Source: an optimization exercise on an open RTL-to-GDS flow (aim: small area and a short achievable clock period). Production flows keep margins and buffers that such runs may drop. Function was checked by simulation only, so behaviour that the tests miss may differ from the original. Power figures rest on the tool's default switching activity, not on a simulated workload. No driver is modelled on the clock port, so clocking that relies on it looks cheaper here than on a real chip.

$ cat flow/flow/run.sh
#!/bin/bash
set -euo pipefail
export CTS_ARGS="-sink_clustering_enable -repair_clock_nets -sink_clustering_size 34 -sink_clustering_max_diameter 80 -dont_use_dummy_load"
bash standard.sh > standard_flow.log 2>&1
$ cat flow/standard.sh
#!/bin/bash
# synth_recipe.tcl (not shown) runs the flow's synth.tcl, then flattens the netlist and writes it again
# the make line also repeats each setting of config.mk as NAME=value (left out here)
make -C /OpenROAD-flow-scripts/flow DESIGN_CONFIG=/design/flow/config.mk WORK_HOME=/design/flow/orfs CLKGATE_MAP_FILE= SYNTH_SCRIPT=/design/flow/synth_recipe.tcl "${@:-finish}"
$ cat flow/config.mk
export PLATFORM = sky130hd
export DESIGN_NAME = SPI_Wrapper_FINAL
export DESIGN_NICKNAME = SPI_Wrapper_FINAL
export VERILOG_FILES = /design/flow/design.v
export SDC_FILE = /design/flow/constraint.sdc
export NUM_CORES = 4
export LEC_CHECK = 0
export CAP_MARGIN = 10
export CELL_PAD_IN_SITES_DETAIL_PLACEMENT = 0
export CORE_MARGIN = 2
export CORE_UTILIZATION = 45
export CTS_CLUSTER_DIAMETER = 80
export CTS_CLUSTER_SIZE = 34
export PLACE_DENSITY = 0.7
export SETUP_SLACK_MARGIN = 4.95
export SLEW_MARGIN = 10
$ cat flow/constraint.sdc
create_clock -name core_clock -period 7.5 [get_ports {clk}]
set_input_delay 1.5000 -clock core_clock [delete_from_list [all_inputs] [get_ports {clk}]]
set_output_delay 1.5000 -clock core_clock [all_outputs]
set_load 0.01 [all_outputs]
$ cat flow/design.v
module RAM_FINAL (
    input clk , rst , rx_valid ,
    input [0:9] din ,
    output reg tx_valid ,
    output reg [0:7] dout
);
reg [7:0] waddr, raddr;
reg [0:7] wdata;
reg [0:7] pf;
reg [2:0] q;
reg r;
reg ready;
wire clearing = ~ready;
reg wr_hit;
reg wr_flag;
reg [3:0] k;
reg rd_seen;
wire [3:0] k_next = {k[2] & k[1] & k[0], k[2] ^ (k[1] & k[0]), k[1] ^ k[0], ~k[0]};
wire [2:0] q_next = {q[2] ^ ~(q[1] | q[0]), q[1] ^ ~q[0], ~q[0]};
wire wr_now = wr_flag & ~k[3] & wr_hit;
wire [0:7] wval = clearing ? 8'd0 : wdata;
wire [0:7] wx = wval ^ {8{r}};
wire [0:7] last [0:31];
genvar g;
generate
    for (g = 0; g < 32; g = g + 1) begin : g_ring
        reg [0:7] s0, s1, s2, s3, s4, s5, s6, s7;
        wire sel = clearing | (wr_now & (waddr[7:3] == g));
        always @ (posedge clk)
        begin
            s0 <= ~(sel ? wx : s7);
            s1 <= s0;
            s2 <= s1;
            s3 <= s2;
            s4 <= s3;
            s5 <= s4;
            s6 <= s5;
            s7 <= s6;
        end
        assign last[g] = s7;
    end
endgenerate
wire [0:7] m1 [0:7];
wire [0:7] m2 [0:1];
genvar h;
generate
    for (h = 0; h < 8; h = h + 1) begin : g_m1
        assign m1[h] = last[4 * h + raddr[4:3]];
    end
    for (h = 0; h < 2; h = h + 1) begin : g_m2
        assign m2[h] = m1[4 * h + raddr[6:5]];
    end
endgenerate
wire [0:7] tap = m2[raddr[7]];
wire fwd = clearing | (wr_now & (waddr == raddr));
always @ (posedge clk or negedge rst)
begin
    if (!rst)
    begin
        q <= 3'd0;
        r <= 1'b0;
        ready <= 1'b0;
    end
    else
    begin
        q <= q_next;
        if (q == 3'd0) r <= ~r;
        if (q == 3'd1) ready <= 1'b1;
    end
end
reg [0:7] tq;
reg tq_ok;
always @ (posedge clk)
begin
    tq <= tap ^ {8{r}};
    tq_ok <= (raddr[2:0] == q) & ~fwd;
    if (fwd) pf <= wval;
    else if (tq_ok) pf <= tq;
end
always @ (posedge clk)
    wr_hit <= (waddr[2:0] == q_next);
always @ (posedge clk)
begin
    if (rx_valid && din[0:1] == 2'b01) wdata <= din[2:9];
    if (rx_valid && din[0:1] == 2'b11) dout <= pf;
end
always @ (posedge clk or negedge rst)
begin
    if (!rst)
    begin
        waddr <= 8'd0;
        raddr <= 8'd0;
        tx_valid <= 1'b0;
        k <= 4'd0;
        rd_seen <= 1'b0;
        wr_flag <= 1'b0;
    end
    else
    begin
        if (rx_valid)
        begin
            wr_flag <= (din[0:1] == 2'b01);
            case (din[0:1])
                2'b00: begin
                    waddr <= din[2:9];
                    tx_valid <= 1'b0;
                    k <= 4'd0;
                end
                2'b01: begin
                    tx_valid <= 1'b0;
                    k <= 4'd0;
                end
                2'b10: begin
                    raddr <= din[2:9];
                    k <= 4'd0;
                end
                2'b11: begin
                    tx_valid <= 1'b1;
                    rd_seen <= 1'b1;
                    if (!rd_seen) k <= 4'd0;
                end
            endcase
        end
        else if (!k[3])
        begin
            tx_valid <= rd_seen;
            k <= k_next;
        end
        else tx_valid <= 1'b0;
    end
end
endmodule
module SPI_SLAVE_FINAL(
    input MOSI , clk , rst ,
    tx_valid , ss_n ,
    input [0:7] tx_data ,
    output reg MISO , rx_valid ,
    output reg [0:9] rx_data );
reg [3:0] i;
reg miso_n;
wire miso_next = (cs == IDLE) ? 1'b0 : (send ? (~i[3] & tx_data[i[2:0]]) : ~miso_n);
reg [1:0] cs;
localparam IDLE = 2'b00,
CHK_CMD = 2'b01,
WRITE = 2'b10;
function [3:0] inc;
    input [3:0] v;
    case (v)
        4'd0: inc = 4'd1;
        4'd1: inc = 4'd2;
        4'd2: inc = 4'd3;
        4'd3: inc = 4'd4;
        4'd4: inc = 4'd5;
        4'd5: inc = 4'd6;
        4'd6: inc = 4'd7;
        4'd7: inc = 4'd8;
        4'd8: inc = 4'd9;
        default: inc = 4'd0;
    endcase
endfunction
wire send = (cs == CHK_CMD) & ~ss_n & tx_valid;
wire recv = (cs == WRITE) & (~ss_n | (i == 4'd9));
always @ (posedge clk)
begin
    if (cs == IDLE) i <= 4'd0;
    else if (send | (recv & ~ss_n)) i <= inc(i);
    if (cs == IDLE) rx_data <= 10'b0;
    else if (recv) rx_data <= {rx_data[1:9], MOSI};
end
always @ (posedge clk or negedge rst)
begin
if (!rst)
    begin
        MISO <= 1'b0;
        miso_n <= 1'b1;
        rx_valid <= 1'b0;
        cs <= IDLE;
    end
else
    begin
        rx_valid <= recv & (i == 4'd9);
        MISO <= miso_next;
        miso_n <= ~miso_next;
        case (cs)
            CHK_CMD: cs <= ss_n ? IDLE : (tx_valid ? (i[3] ? IDLE : CHK_CMD) : WRITE);
            WRITE:   cs <= (ss_n | (i == 4'd9)) ? IDLE : WRITE;
            default: cs <= ss_n ? IDLE : CHK_CMD;
        endcase
    end
end
endmodule
module SPI_Wrapper_FINAL (
    input MOSI , clk , rst , ss_n ,
    output MISO );
wire [0:9] w1_rx_data;
wire [0:7] w2_tx_data;
wire tx_valid_w3;
wire rx_valid_w4;
SPI_SLAVE_FINAL SPI ( .MOSI(MOSI) , 
.clk(clk) , 
.rst(rst) , 
.tx_valid(tx_valid_w3) ,
.ss_n(ss_n) ,
.tx_data(w2_tx_data) , 
.MISO(MISO) , 
.rx_valid(rx_valid_w4) , 
.rx_data(w1_rx_data) );
RAM_FINAL u_Ram ( .clk(clk) ,
.rst(rst) , 
.rx_valid(rx_valid_w4) , 
.din(w1_rx_data) , 
.dout(w2_tx_data) , 
.tx_valid(tx_valid_w3) );
endmodule
==> results.txt <==
Summed over all layers, the global routing overflow is 0. The logs give 2,938 for the total nets after synthesis and 26.87% for the relative max-transition margin. The design draws 16.09 mW. The synthesized netlist occupies a cell area of 50,110 sq um. The later pin in the worst-skew pair is clocked with a latency of 0.68 ns. The floorplan step defined a core boundary enclosing 110,500 sq um. Setup repair after global routing could not meet its margin everywhere. The root buffer cell chosen for the clock tree is sky130_fd_sc_hd__clkbuf_16. From synthesis to final layout, the design area changed by 7.458%. For this run, the number of standard cells in the final layout without fillers is 4,437.

For this run, the leading register cell type out of synthesis is sky130_fd_sc_hd__dfxtp_1. The top fanout value on the critical path came out at 1. The worst setup path is captured at a primary output.

Broken down by cell family, the worst path's largest delay share belongs to flip-flops. Data on the critical path arrives at its endpoint at 1.16 ns. Before antenna repair, the detailed router went through 5 iterations. In this run the power density over the cells is 298.9 nW/um^2. The sequential cells in the finished layout cover a total of 43,040 sq um.

The longest clock path from root to sink contains 3 buffers. The number of hold-slack violations in the final timing report was 0. In this run the worst hold path is classified as reg -> reg.

Buffers inserted to repair hold after CTS numbered 0. The count of warnings emitted by yosys was 2; the number of buffers added by the clock tree synthesis step was 73. The worst setup path is of the reg -> out kind.

The detailed router placed 19,330 vias in this run. In this run, the number of DRC markers left after iteration 0 of detailed routing was 1,104. The first global-routing pass estimated 116,000 microns of wire.

The run finished with no timing, DRC or antenna violations. The final layout contains 2,965 nets. In the routed design, unresolved DRC markers number 0. Number of max-slew violations in the final report: 0.

The half-perimeter wire length of the detailed placement result is 46,120 microns. The max capacitance violation total was 0; the height of the die was 337.7 microns. Setup violations remaining at the end of the flow were counted as 0. Clock-pin slew was measured on the worst setup and hold paths at 0.11 ns. The count of nets left with antenna violations once routing finished came out at 0. For the finished layout, the period the worst path requires is 2.656 ns. The sequential fraction of the synthesis area came out at 85.87%. At the end of routability-driven placement, the weighted congestion stood at 0.7849. Achievable frequency: 376.5 MHz. Traced cell by cell, the critical path runs through buf_2. The worst setup path is launched from a flop. The tools report the distinct cell type count after synthesis as 51. The post-route netlist has 6.547% of its cells at a drive strength greater than 1.

In the final layout, the multi-input gates occupy 6839 sq um. The floorplan step set the die width to 337.7 microns. The H-tree was split into 3 levels.

The via count of the first global-routing pass was 19,210. The worst path buffer plus inverter count works out to 1. After detailed routing, the average wire length per cell comes to 17.26 microns. In the finished design, the share of the clock period the worst path needs comes to 35.41%. The largest single stage delay on the critical path is 0.37 ns. Counting every sink on the clock net gives 2,129. Summed over all layers, the routed wires come to 76,600 microns. The via-per-instance ratio works out to 4.356. Across every metal layer, demand over resource in global routing totals 13.55%. The analysis attributes to cell leakage a power of 20.61 nW.

The run gives 4,356 as the instance count after placement with tap cells included. The die covers 114,000 sq um. The initial utilization of the core area, before any placement, comes to 45.34%. Entering global routing, the biggest net connects 39 pins. Setup total negative slack on the finished layout was measured at 0 ns.

The run gives 6.00 ns as the worst endpoint required time. Final hold analysis gives a worst-case slack of 0.2619 ns. The count of buffers added on input and output ports is 4.

The number of antenna violations at the first check in global routing is 0, and the average footprint of a synthesized cell is 17.14 sq um. The fraction of registers with async set or reset after synthesis works out to 1.550%. The number of enable-type register cells in the synthesized netlist came out at 24. Synthesis inferred 2,129 register bits. 5 I/O pins were placed. At the pin with the least slew margin, the transition time is 1.097 ns.

TritonCTS built the clock tree. Row generation in the floorplan step produced 122 rows. Synthesis handed over a netlist of 2,923 instances. Among all stages on the critical path, the largest delay is contributed by sky130_fd_sc_hd__dfrtp_1. The filler cells instantiated in the layout total 9,169. VDD sags by at most 0.0001610 V. The clock skew after layout came out at 0.08627 ns.
==> kinds of logic after synthesis <==
family          after synthesis  synth area share (%)
flops                      2129                 85.87
buf+inv                      85                0.8714
simple gates                132                 1.571
compound gates              115                 2.197
mux                         419                 8.659
xor+xnor                     32                0.5593
fa+ha+maj                    11                0.2747
==> cell type report <==
class | count | share of cell area, %
diodes | 1 | 0.004647
multi-input cells | 712 | 12.70
well taps | 1488 | 3.458
clock buffers | 73 | 3.393
repair buffers | 22 | 0.4368
inverters | 12 | 0.08365
flip-flops and latches | 2129 | 79.92
==> registers in the layout (all words and copies together) (netlist names), 2 cells and up <==
register         cells
u_Ram.g_ring.s0    256
u_Ram.g_ring.s1    256
u_Ram.g_ring.s2    256
u_Ram.g_ring.s3    256
u_Ram.g_ring.s4    256
u_Ram.g_ring.s5    256
u_Ram.g_ring.s6    256
u_Ram.g_ring.s7    256
SPI.rx_data         10
u_Ram.dout           8
u_Ram.pf             8
u_Ram.raddr          8
u_Ram.tq             8
u_Ram.waddr          8
u_Ram.wdata          8
SPI.i                4
u_Ram.k              4
u_Ram.q              3
SPI.cs               2
==> routing by layer <==
layer | vias to the layer above | GRT usage [%] | routed length [microns]
li1 | 9541 | - | -
met1 | 9437 | 20.33 | 39990
met2 | 247 | 19.96 | 32090
met3 | 103 | 2.094 | 2645
met4 | 0 | 4.492 | 1878
met5 | - | 0 | 0
==> where the power goes <==
part / switching (mW) / internal, mW
Clock: 2.98 / 1.77
Combinational: 0.0135 / 0.00655
Sequential: 0.00124 / 11.3
Total: 2.99 / 13.1
==> Yosys cell counts (2+ instances only) <==
cell | n | area share [%]
sky130_fd_sc_hd__edfxtp_1 | 24 | 1.4
sky130_fd_sc_hd__mux2i_1 | 393 | 7.9
sky130_fd_sc_hd__a22oi_1 | 46 | 0.69
sky130_fd_sc_hd__nand3_1 | 25 | 0.25
sky130_fd_sc_hd__and2_1 | 3 | 0.037
sky130_fd_sc_hd__nand2b_1 | 7 | 0.087
sky130_fd_sc_hd__mux4_2 | 10 | 0.45
sky130_fd_sc_hd__o211ai_1 | 4 | 0.060
sky130_fd_sc_hd__xnor2_1 | 12 | 0.21
sky130_fd_sc_hd__buf_4 | 15 | 0.22
sky130_fd_sc_hd__nand2_2 | 4 | 0.050
sky130_fd_sc_hd__buf_2 | 18 | 0.18
sky130_fd_sc_hd__nor3b_4 | 2 | 0.075
sky130_fd_sc_hd__ha_1 | 11 | 0.27
sky130_fd_sc_hd__a21oi_1 | 12 | 0.12
sky130_fd_sc_hd__xor2_1 | 20 | 0.35
sky130_fd_sc_hd__or2_2 | 6 | 0.075
sky130_fd_sc_hd__o21ai_0 | 9 | 0.090
sky130_fd_sc_hd__a21o_1 | 3 | 0.045
sky130_fd_sc_hd__o21ai_4 | 32 | 1.0
sky130_fd_sc_hd__nor2_1 | 19 | 0.14
sky130_fd_sc_hd__nor3_1 | 4 | 0.040
sky130_fd_sc_hd__nand3b_1 | 5 | 0.075
sky130_fd_sc_hd__clkbuf_1 | 35 | 0.26
sky130_fd_sc_hd__dfxtp_1 | 2072 | 83
sky130_fd_sc_hd__nand2_4 | 3 | 0.067
sky130_fd_sc_hd__mux2_2 | 16 | 0.36
sky130_fd_sc_hd__and3b_2 | 2 | 0.040
sky130_fd_sc_hd__dfrtp_1 | 32 | 1.6
sky130_fd_sc_hd__buf_6 | 3 | 0.067
sky130_fd_sc_hd__nor2b_1 | 13 | 0.16
sky130_fd_sc_hd__inv_1 | 12 | 0.090
sky130_fd_sc_hd__nand4_1 | 8 | 0.10
sky130_fd_sc_hd__nand4_4 | 2 | 0.085
sky130_fd_sc_hd__nor3b_1 | 3 | 0.045
sky130_fd_sc_hd__nand2_1 | 21 | 0.16
sky130_fd_sc_hd__a22o_1 | 3 | 0.052
==> path summary, 6_finish.rpt <==
check	from	slack (ns)	depth (start not counted)	to
max in group asynchronous	rst	5.91	2	SPI.miso_n
hold reg to reg	u_Ram.g_ring[0].s4[6]	0.26	0	u_Ram.g_ring[0].s5[6]
setup / recovery	SPI.MISO	4.84	1	MISO
setup reg to reg	u_Ram.waddr[3]	4.99	3	u_Ram.g_ring[10].s0[5]
hold / removal	u_Ram.g_ring[0].s4[6]	0.26	0	u_Ram.g_ring[0].s5[6]
min in group asynchronous	rst	1.24	2	u_Ram.waddr[7]
==> layout by cell type, fill, tap and decap left out, drive strengths merged, types with 2 or more instances in the layout <==
| cell type | instances |
|---|---|
| a21oi | 12 |
| ha | 11 |
| xor2 | 20 |
| nor3 | 5 |
| and2 | 3 |
| o21ai | 41 |
| a22oi | 46 |
| clkdlybuf4s50 | 3 |
| dfxtp | 2072 |
| dfrtp | 32 |
| a21o | 3 |
| mux2i | 393 |
| nor3b | 5 |
| nand3 | 25 |
| clkbuf | 73 |
| buf | 19 |
| mux4 | 10 |
| nand3b | 5 |
| edfxtp | 24 |
| nor4 | 2 |
| nand2b | 7 |
| inv | 12 |
| nor2 | 21 |
| nand4 | 10 |
| mux2 | 16 |
| xnor2 | 12 |
| nor2b | 15 |
| and3b | 2 |
| o211ai | 4 |
| a22o | 3 |
| or2 | 6 |
| nand2 | 28 |
==> what timing repair did <==
item                                    CTS  global route
setup buffers                             3             1
resized for setup                        19             3
endpoints found under the setup margin  215            33
pin swaps                                 2             0
gates cloned                              3             0
==> per-stage QoR <==
| step | utilization (%) | setup WS [ns] | cell area (sq um) |
|---|---|---|---|
| global placement | 46.90 | 4.045 | 51830 |
| global route | 48.72 | 4.794 | 53840 |
| detailed placement | 46.90 | 3.968 | 51830 |
| floorplan | - | 5.096 | 50110 |
| finish | 48.72 | 4.844 | 53850 |
| CTS | 48.69 | 4.795 | 53810 |

afterwards: timing with drivers on the ports:
How much do the figures lean on ideal ports? The routed layout below was timed once more, with nothing changed but the port constraints.
Step 1 assumes that a clkbuf_16 drives the clock port and a buf_2 every other input.
Step 2 moves the port delays by t, midway between the first and last clock arrival at a register: inputs arrive t later, outputs are due t later. That takes back most of the time a late clock gives input paths.
a / b / c = ideal / step 1 / step 2; a / b = the first two.
shift t [ns]: 0.702
slack for setup (ns): 4.844 / 4.779 / 4.511
worst setup path at the end: input to register
After both steps this run still meets setup and hold. The setup slack of this run moves by -0.065 ns with the drivers and by -0.333 ns with both steps.
